Background: an optimization exercise with open tools, aiming at small area and a short achievable clock period. Do not read the settings as production practice.
At most, simulation tests tie the RTL to the original design; equivalence was not proved.
The flow treats the clock pin as an ideal source, which a real chip does not have.
No activity file was given, so power comes from the tool's default toggle rates.

run H:
// top_module
module top_module(
    input clk,
    input rst,
    input [15:0] sw,
    input btnC,
    output reg [6:0] seg,
    output reg [3:0] an,
    output reg bitti,
    output [1:0] p
    );
==> module top_module, before the edit <==
module top_module(
    input clk,
    input rst,
    input [15:0] sw,
    input btnC,
    output reg [6:0] seg,
    output reg [3:0] an,
    output reg bitti,
    output [1:0] p
    );
    reg btnC_prev;
    reg s0, sira, p0, p1;
    reg s1;              
    reg arm;             
    reg [15:0] sayi0, sayi1;
    reg [15:0] m;
    assign p = {p1, p0};
    wire gir = btnC & ~btnC_prev;
    wire cmp = btnC & arm;
    wire [15:0] tah_n = ~(sw & {16{s1}});
    wire [15:0] sa;
    mux16 smux(.sel(sira), .a(sayi0), .b(sayi1), .y(sa));
    wire [15:0] m_n;
    match_matrix mm(.g_n(tah_n), .s(sa), .m(m_n));
    always @(posedge clk) begin
        if (rst) begin
            btnC_prev <= 1'b0;
            s0 <= 1'b0;
            p0 <= 1'b1;
            s1 <= 1'b0;
            sira <= 1'b0;
            p1 <= 1'b1;
            arm <= 1'b0;
        end else begin
            btnC_prev <= btnC;
            arm <= ~btnC & s0 & ~bitti;
            if (gir) begin
                s0 <= 1'b1;
                if (s0) begin
                    p0 <= 1'b0;
                    s1 <= 1'b1;
                end
                sira <= ~sira;
            end
            if (cmp) p1 <= ~sira;
        end
    end
    wire win = btnC & arm & ~rst;
    wire bitti_n;
    win_set ws(.keep(bitti & ~rst), .win(win), .d({m_n[15], m_n[10], m_n[5], m_n[0]}), .y(bitti_n));
    always @(posedge clk)
        bitti <= bitti_n;
    always @(posedge clk) begin
        if (!s0) sayi0 <= sw;
        if (!s1) sayi1 <= sw;
        if (cmp) m <= m_n;
    end
    wire [3:0] v;
    digit_sel ds(.m(m), .s1(s1), .an(an), .v(v));
    wire [6:0] seg_n;
    hex7 hx(.v(v), .seg(seg_n));
    always @(posedge clk) begin
        if (rst) begin
            an <= 4'b1111;
            seg <= 7'b000_0000;
        end else begin
            an <= {an[2:0], an[3] & ~&an[2:0]};
            seg <= seg_n;
        end
    end
endmodule
==> module mux16, before the edit <==
module mux16(
    input sel,
    input [15:0] a,
    input [15:0] b,
    output [15:0] y
    );
    assign y = sel ? a : b;
endmodule
==> module match_matrix, before the edit <==
module match_matrix(
    input [15:0] g_n,
    input [15:0] s,
    output [15:0] m
    );
    genvar i, j;
    generate
        for (i = 0; i < 4; i = i + 1) begin : gi
            for (j = 0; j < 4; j = j + 1) begin : gj
                eq4 e(.a_n(g_n[4*i +: 4]), .b(s[4*j +: 4]), .y(m[4*i+j]));
            end
        end
    endgenerate
endmodule
==> module eq4, before the edit <==
module eq4(
    input [3:0] a_n,
    input [3:0] b,
    output y
    );
    assign y = a_n == ~b;
endmodule
==> module digit_sel, before the edit <==
module digit_sel(
    input [15:0] m,
    input s1,
    input [3:0] an,
    output reg [3:0] v
    );
    function [1:0] fa(input x, input y, input z);
        fa = {(x & y) | (x & z) | (y & z), x ^ y ^ z};
    endfunction
    wire [1:0] d0 = fa(m[0], m[5], m[10]);
    wire b0 = d0[0] ^ m[15];
    wire e0 = d0[0] & m[15];
    wire [2:0] bull = {d0[1] & e0, d0[1] ^ e0, b0};
    wire [1:0] f0 = fa(m[1], m[2], m[3]);
    wire [1:0] f1 = fa(m[4], m[6], m[7]);
    wire [1:0] f2 = fa(m[8], m[9], m[11]);
    wire [1:0] f3 = fa(m[12], m[13], m[14]);
    wire [1:0] g0, g1, g2;
    g_fa s0(.a(f0[0]), .b(f1[0]), .c(f2[0]), .s(g0[0]), .co(g0[1]));
    g_fa s1a(.a(f0[1]), .b(f1[1]), .c(f2[1]), .s(g1[0]), .co(g1[1]));
    wire c0 = g0[0] ^ f3[0];
    wire k0 = g0[0] & f3[0];
    g_fa s2(.a(g0[1]), .b(g1[0]), .c(f3[1]), .s(g2[0]), .co(g2[1]));
    wire c1, k1, h, c2, c3;
    g_xor2 x1(.a(g2[0]), .b(k0), .y(c1));
    g_and2 a1(.a(g2[0]), .b(k0), .y(k1));
    g_xor2 x2(.a(g1[1]), .b(g2[1]), .y(h));
    g_xor2 x3(.a(h), .b(k1), .y(c2));
    g_maj3 j3(.a(g1[1]), .b(g2[1]), .c(k1), .y(c3));
    wire [3:0] cow = {c3, c2, c1, c0};
    always @(*)
        if (!an[0]) v = 4'hC;
        else if (!an[1]) v = s1 ? {1'b0, bull} : 4'h0;
        else if (!an[2]) v = 4'hB;
        else v = s1 ? cow : 4'h0;
endmodule
==> module g_fa, before the edit <==
module g_fa(input a, input b, input c, output s, output co);
    wire h;
    g_xor2 x0(.a(a), .b(b), .y(h));
    g_xor2 x1(.a(h), .b(c), .y(s));
    g_maj3 j(.a(a), .b(b), .c(c), .y(co));
endmodule
clock: 12.5 ns
lec_check: 0
abc_area: 0
cap_margin: 20
core_margin: 2
core_utilization: 70
slew_margin: 20
synth_hierarchical: 1
standard.sh (not shown) runs the stock make flow with config.mk's settings and CLKGATE_MAP_FILE= SYNTH_SCRIPT=/design/flow/synth_recipe.tcl, a recipe that flattens the netlist after the stock synthesis.
==> flow/flow/run.sh <==
#!/bin/bash
# ORFS layout with plain buffers on the ports, a small clock tree, and after
# clock tree synthesis a resizing pass (flow/post_cts.tcl) that trades slack
# for area and then sizes the critical paths up to a tighter target.
set -euo pipefail
here=$(pwd)
bash standard.sh synth > synth.log 2>&1
bash standard.sh \
  "BUFFER_PORTS_ARGS=-buffer_cell sky130_fd_sc_hd__buf_1" \
  "CTS_ARGS=-sink_clustering_enable -repair_clock_nets -dont_use_dummy_load" \
  "POST_CTS_TCL=$here/flow/post_cts.tcl" \
  finish > layout.log 2>&1
Other scripts of this flow, unchanged in this note and not shown: flow/flow/downsize.tcl, flow/flow/margin.txt, flow/flow/post_cts.tcl
## Diff of input files: run F against run H
-- flow/design.v --
<<< run H, line 20
    wire cmp = btnC & arm;
    wire [15:0] tah_n = ~(sw & {16{s1}});
    wire [15:0] sa;
    mux16 smux(.sel(sira), .a(sayi0), .b(sayi1), .y(sa));
    wire [15:0] m_n;
    match_matrix mm(.g_n(tah_n), .s(sa), .m(m_n));
    always @(posedge clk) begin
        if (rst) begin
>>> run F, line 20
    wire cmp = btnC & arm;
    wire [15:0] tah_n = ~(sw & {16{s1}});
    wire [15:0] sa_n;    
    mux16 smux(.sel(sira), .a(sayi0), .b(sayi1), .y_n(sa_n));
    wire [15:0] m_n;
    match_matrix mm(.g_n(tah_n), .s_n(sa_n), .m(m_n));
    always @(posedge clk) begin
        if (rst) begin
<<< run H, line 75
    input [15:0] a,
    input [15:0] b,
    output [15:0] y
    );
    assign y = sel ? a : b;
endmodule
module match_matrix(
    input [15:0] g_n,
    input [15:0] s,
    output [15:0] m
    );
>>> run F, line 75
    input [15:0] a,
    input [15:0] b,
    output [15:0] y_n
    );
    assign y_n = ~(sel ? a : b);
endmodule
module match_matrix(
    input [15:0] g_n,
    input [15:0] s_n,
    output [15:0] m
    );
<<< run H, line 88
        for (i = 0; i < 4; i = i + 1) begin : gi
            for (j = 0; j < 4; j = j + 1) begin : gj
                eq4 e(.a_n(g_n[4*i +: 4]), .b(s[4*j +: 4]), .y(m[4*i+j]));
            end
        end
>>> run F, line 88
        for (i = 0; i < 4; i = i + 1) begin : gi
            for (j = 0; j < 4; j = j + 1) begin : gj
                eq4 e(.a(g_n[4*i +: 4]), .b(s_n[4*j +: 4]), .y(m[4*i+j]));
            end
        end
<<< run H, line 94
endmodule
module eq4(
    input [3:0] a_n,
    input [3:0] b,
    output y
    );
    assign y = a_n == ~b;
endmodule
module digit_sel(
>>> run F, line 94
endmodule
module eq4(
    input [3:0] a,
    input [3:0] b,
    output y
    );
    assign y = a == b;
endmodule
module digit_sel(
<<< run H, line 117
    wire [1:0] f2 = fa(m[8], m[9], m[11]);
    wire [1:0] f3 = fa(m[12], m[13], m[14]);
    wire [1:0] g0, g1, g2;
    g_fa s0(.a(f0[0]), .b(f1[0]), .c(f2[0]), .s(g0[0]), .co(g0[1]));
    g_fa s1a(.a(f0[1]), .b(f1[1]), .c(f2[1]), .s(g1[0]), .co(g1[1]));
    wire c0 = g0[0] ^ f3[0];
    wire k0 = g0[0] & f3[0];
    g_fa s2(.a(g0[1]), .b(g1[0]), .c(f3[1]), .s(g2[0]), .co(g2[1]));
    wire c1, k1, h, c2, c3;
    g_xor2 x1(.a(g2[0]), .b(k0), .y(c1));
>>> run F, line 117
    wire [1:0] f2 = fa(m[8], m[9], m[11]);
    wire [1:0] f3 = fa(m[12], m[13], m[14]);
    wire [1:0] g0 = fa(f0[0], f1[0], f2[0]);
    wire [1:0] g1 = fa(f0[1], f1[1], f2[1]);
    wire c0 = g0[0] ^ f3[0];
    wire k0 = g0[0] & f3[0];
    wire [1:0] g2 = fa(g0[1], g1[0], f3[1]);
    wire c1, k1, h, c2, c3;
    g_xor2 x1(.a(g2[0]), .b(k0), .y(c1));
<<< run H, line 158
    g_o21ai o(.a1(~win), .a2(nd), .b1(~keep), .y(y));
endmodule
module g_fa(input a, input b, input c, output s, output co);
    wire h;
    g_xor2 x0(.a(a), .b(b), .y(h));
    g_xor2 x1(.a(h), .b(c), .y(s));
    g_maj3 j(.a(a), .b(b), .c(c), .y(co));
endmodule
module g_xor2(input a, input b, output y);
    assign y = a ^ b;
>>> run F, line 157
    g_o21ai o(.a1(~win), .a2(nd), .b1(~keep), .y(y));
endmodule
module g_xor2(input a, input b, output y);
    assign y = a ^ b;
==> comparison <==
Going from run H to run F, die area grew slightly. After detailed routing, run H needs less wire than run F. Worst setup slack on run F is up relative to run H. In run F relative to run H, wire length on met3 had gone down by more than 10%. Taking run H as the reference point, the final core utilization of run F falls by 0.61 points. Synthesized cell count ended up 5 lower on run F than on run H. Power: run F draws less than run H. Between run H and run F, the placer's final routability congestion estimate does not differ in any meaningful way. Relative to run H, routing usage on met3 has gone down in run F. Lower transition time of the tightest slew-check pin goes to run H over run F.
The RTL of run H was laid out without a check of its function.

== branch onyx ==
The RTL this note starts from:
==> flow/design.v <==
`timescale 1ns / 1ps
module top_module(
    input clk,
    input rst,
    input [15:0] sw,
    input btnC,
    output reg [6:0] seg,
    output reg [3:0] an,
    output reg bitti,
    output [1:0] p
    );
    reg btnC_prev;
    reg s0, sira, p0, p1;
    reg s1;              
    reg arm;             
    reg [15:0] sayi0, sayi1;
    reg [15:0] m;
    assign p = {p1, p0};
    wire gir = btnC & ~btnC_prev;
    wire cmp = btnC & arm;
    wire [15:0] tah_n = ~(sw & {16{s1}});
    wire [15:0] sa;
    mux16 smux(.sel(sira), .a(sayi0), .b(sayi1), .y(sa));
    wire [15:0] m_n;
    match_matrix mm(.g_n(tah_n), .s(sa), .m(m_n));
    always @(posedge clk) begin
        if (rst) begin
            btnC_prev <= 1'b0;
            s0 <= 1'b0;
            p0 <= 1'b1;
            s1 <= 1'b0;
            sira <= 1'b0;
            p1 <= 1'b1;
            arm <= 1'b0;
        end else begin
            btnC_prev <= btnC;
            arm <= ~btnC & s0 & ~bitti;
            if (gir) begin
                s0 <= 1'b1;
                if (s0) begin
                    p0 <= 1'b0;
                    s1 <= 1'b1;
                end
                sira <= ~sira;
            end
            if (cmp) p1 <= ~sira;
        end
    end
    wire win = btnC & arm & ~rst;
    wire bitti_n;
    win_set ws(.keep(bitti & ~rst), .win(win), .d({m_n[15], m_n[10], m_n[5], m_n[0]}), .y(bitti_n));
    always @(posedge clk)
        bitti <= bitti_n;
    always @(posedge clk) begin
        if (!s0) sayi0 <= sw;
        if (!s1) sayi1 <= sw;
        if (cmp) m <= m_n;
    end
    wire [3:0] v;
    digit_sel ds(.m(m), .s1(s1), .an(an), .v(v));
    wire [6:0] seg_n;
    hex7 hx(.v(v), .seg(seg_n));
    always @(posedge clk) begin
        if (rst) begin
            an <= 4'b1111;
            seg <= 7'b000_0000;
        end else begin
            an <= {an[2:0], an[3] & ~&an[2:0]};
            seg <= seg_n;
        end
    end
endmodule
module mux16(
    input sel,
    input [15:0] a,
    input [15:0] b,
    output [15:0] y
    );
    assign y = sel ? a : b;
endmodule
module match_matrix(
    input [15:0] g_n,
    input [15:0] s,
    output [15:0] m
    );
    genvar i, j;
    generate
        for (i = 0; i < 4; i = i + 1) begin : gi
            for (j = 0; j < 4; j = j + 1) begin : gj
                eq4 e(.a_n(g_n[4*i +: 4]), .b(s[4*j +: 4]), .y(m[4*i+j]));
            end
        end
    endgenerate
endmodule
module eq4(
    input [3:0] a_n,
    input [3:0] b,
    output y
    );
    assign y = a_n == ~b;
endmodule
module digit_sel(
    input [15:0] m,
    input s1,
    input [3:0] an,
    output reg [3:0] v
    );
    function [1:0] fa(input x, input y, input z);
        fa = {(x & y) | (x & z) | (y & z), x ^ y ^ z};
    endfunction
    wire [1:0] d0 = fa(m[0], m[5], m[10]);
    wire b0 = d0[0] ^ m[15];
    wire e0 = d0[0] & m[15];
    wire [2:0] bull = {d0[1] & e0, d0[1] ^ e0, b0};
    wire [1:0] f0 = fa(m[1], m[2], m[3]);
    wire [1:0] f1 = fa(m[4], m[6], m[7]);
    wire [1:0] f2 = fa(m[8], m[9], m[11]);
    wire [1:0] f3 = fa(m[12], m[13], m[14]);
    wire [1:0] g0 = fa(f0[0], f1[0], f2[0]);
    wire [1:0] g1 = fa(f0[1], f1[1], f2[1]);
    wire c0 = g0[0] ^ f3[0];
    wire k0 = g0[0] & f3[0];
    wire [1:0] g2 = fa(g0[1], g1[0], f3[1]);
    wire c1, k1, h, c2, c3;
    g_xor2 x1(.a(g2[0]), .b(k0), .y(c1));
    g_and2 a1(.a(g2[0]), .b(k0), .y(k1));
    g_xor2 x2(.a(g1[1]), .b(g2[1]), .y(h));
    g_xor2 x3(.a(h), .b(k1), .y(c2));
    g_maj3 j3(.a(g1[1]), .b(g2[1]), .c(k1), .y(c3));
    wire [3:0] cow = {c3, c2, c1, c0};
    always @(*)
        if (!an[0]) v = 4'hC;
        else if (!an[1]) v = s1 ? {1'b0, bull} : 4'h0;
        else if (!an[2]) v = 4'hB;
        else v = s1 ? cow : 4'h0;
endmodule
module hex7(
    input [3:0] v,
    output [6:0] seg
    );
    assign seg[0] = (~v[3] & ~v[2] & ~v[1]) | (v[3] & v[2]) | (v[2] & v[1] & v[0]);
    assign seg[1] = (~v[3] & ~v[2] & v[0]) | (~v[3] & ~v[2] & v[1]) | (~v[3] & v[1] & v[0]);
    assign seg[2] = (~v[3] & v[0]) | (~v[1] & v[0]) | (~v[3] & v[2] & ~v[1]);
    assign seg[3] = (v[3] & v[1] & ~v[0]) | (v[2] & v[1] & v[0]) | (~v[3] & v[2] & ~v[1] & ~v[0]) | (~v[3] & ~v[2] & ~v[1] & v[0]);
    assign seg[4] = (v[3] & v[2]) | (~v[3] & ~v[2] & v[1] & ~v[0]);
    assign seg[5] = (v[3] & v[2]) | (v[2] & v[1] & ~v[0]) | (v[3] & v[1] & v[0]) | (v[2] & ~v[1] & v[0]);
    assign seg[6] = (v[3] & v[1] & v[0]) | (~v[3] & v[2] & ~v[1] & ~v[0]) | (~v[3] & ~v[2] & ~v[1] & v[0]);
endmodule
module win_set(
    input keep,
    input win,
    input [3:0] d,
    output y
    );
    wire nd;
    g_nand4 n(.a(d), .y(nd));
    g_o21ai o(.a1(~win), .a2(nd), .b1(~keep), .y(y));
endmodule
module g_xor2(input a, input b, output y);
    assign y = a ^ b;
endmodule
module g_and2(input a, input b, output y);
    assign y = a & b;
endmodule
module g_maj3(input a, input b, input c, output y);
    assign y = (a & b) | (a & c) | (b & c);
endmodule
module g_nand4(input [3:0] a, output y);
    assign y = ~&a;
endmodule
module g_o21ai(input a1, input a2, input b1, output y);
    assign y = ~((a1 | a2) & b1);
endmodule
Settings: LEC_CHECK=0, ABC_AREA=0, CAP_MARGIN=20, CORE_MARGIN=2, CORE_UTILIZATION=70, SLEW_MARGIN=20, SYNTH_HIERARCHICAL=1; clock period 12.5 ns.
Scripts as last shown in full above: flow/flow/run.sh
Other scripts of this flow, unchanged in this note and not shown: flow/flow/downsize.tcl, flow/flow/margin.txt, flow/flow/post_cts.tcl
The inputs of branch xenon differ from those of branch onyx as listed below.
diff --git a/flow/design.v b/flow/design.v
--- a/flow/design.v
+++ b/flow/design.v
@@ -120,15 +120,12 @@
     wire [1:0] g1 = fa(f0[1], f1[1], f2[1]);
     wire c0 = g0[0] ^ f3[0];
     wire k0 = g0[0] & f3[0];
     wire [1:0] g2 = fa(g0[1], g1[0], f3[1]);
-    wire c1, k1, h, c2, c3;
-    g_xor2 x1(.a(g2[0]), .b(k0), .y(c1));
-    g_and2 a1(.a(g2[0]), .b(k0), .y(k1));
-    g_xor2 x2(.a(g1[1]), .b(g2[1]), .y(h));
-    g_xor2 x3(.a(h), .b(k1), .y(c2));
-    g_maj3 j3(.a(g1[1]), .b(g2[1]), .c(k1), .y(c3));
-    wire [3:0] cow = {c3, c2, c1, c0};
+    wire c1 = g2[0] ^ k0;
+    wire k1 = g2[0] & k0;
+    wire [1:0] g3 = fa(g1[1], g2[1], k1);
+    wire [3:0] cow = {g3[1], g3[0], c1, c0};
     always @(*)
         if (!an[0]) v = 4'hC;
         else if (!an[1]) v = s1 ? {1'b0, bull} : 4'h0;
         else if (!an[2]) v = 4'hB;
@@ -151,23 +148,6 @@
     input win,
     input [3:0] d,
     output y
     );
-    wire nd;
-    g_nand4 n(.a(d), .y(nd));
-    g_o21ai o(.a1(~win), .a2(nd), .b1(~keep), .y(y));
+    assign y = ~((~win | ~&d) & ~keep);
 endmodule
-module g_xor2(input a, input b, output y);
-    assign y = a ^ b;
-endmodule
-module g_and2(input a, input b, output y);
-    assign y = a & b;
-endmodule
-module g_maj3(input a, input b, input c, output y);
-    assign y = (a & b) | (a & c) | (b & c);
-endmodule
-module g_nand4(input [3:0] a, output y);
-    assign y = ~&a;
-endmodule
-module g_o21ai(input a1, input a2, input b1, output y);
-    assign y = ~((a1 | a2) & b1);
-endmodule
Findings:
- Per the comparison of branch xenon with branch onyx, final period utilization shows an increase of 0.65 points, design area about even, setup slack fell by 0.081 ns, number of non-clock buffers has decreased.
- branch xenon finished every step from synthesis to the final layout, and the layout passed the timing, DRC and antenna checks.
- Total via count after detailed routing essentially unchanged between branch xenon and branch onyx.
- On final cell count, the lower figure sits with branch xenon, not branch onyx.
- The clock transition at the registers of the reported paths was comparable across branch xenon and branch onyx.
- branch xenon -> branch onyx: netlist area before placement flat
- ~same wire length in branch xenon and branch onyx
- branch xenon vs. branch onyx: sequential share of layout area saw little to no change; area of the multi-input gates saw an increase.
No functional check of the RTL was part of branch xenon.

==> separate check: timing with driven ports <==
No port has a modelled driver above. Below, the same layouts with a new extraction and two added sets of constraints. Step 1: set_driving_cell puts a clkbuf_16 on clk and a buf_2 on each other input, an assumption about the parent block. Step 2 adds t to the input delays and takes it off the output delays; t is the mean of the earliest and latest rising clock arrival at the registers after step 1. Input paths then give back, and output paths get back, about the clock's delay inside the block. Slacks: no drivers / after step 1 / after step 2; pairs: no drivers / after step 1.
| run | t, ns | setup WS [ns] | worst setup path at the end | worst data-port slew with drivers (ns) |
|---|---|---|---|---|
| run H | 0.360 | 9.007 / 9.007 / 8.696 | input to register | 0.04 |
| run F | 0.347 | 9.039 / 9.039 / 8.700 | input to register | 0.03 |
| branch onyx | 0.366 | 9.013 / 9.013 / 8.648 | input to register | 0.04 |
| branch xenon | 0.357 | 8.932 / 8.932 / 8.659 | input to register | 0.03 |
After both steps every run listed still meets setup and hold. For branch onyx, which loses most, drivers alone change the setup slack by 0.000 ns; drivers and shift together by -0.365 ns.
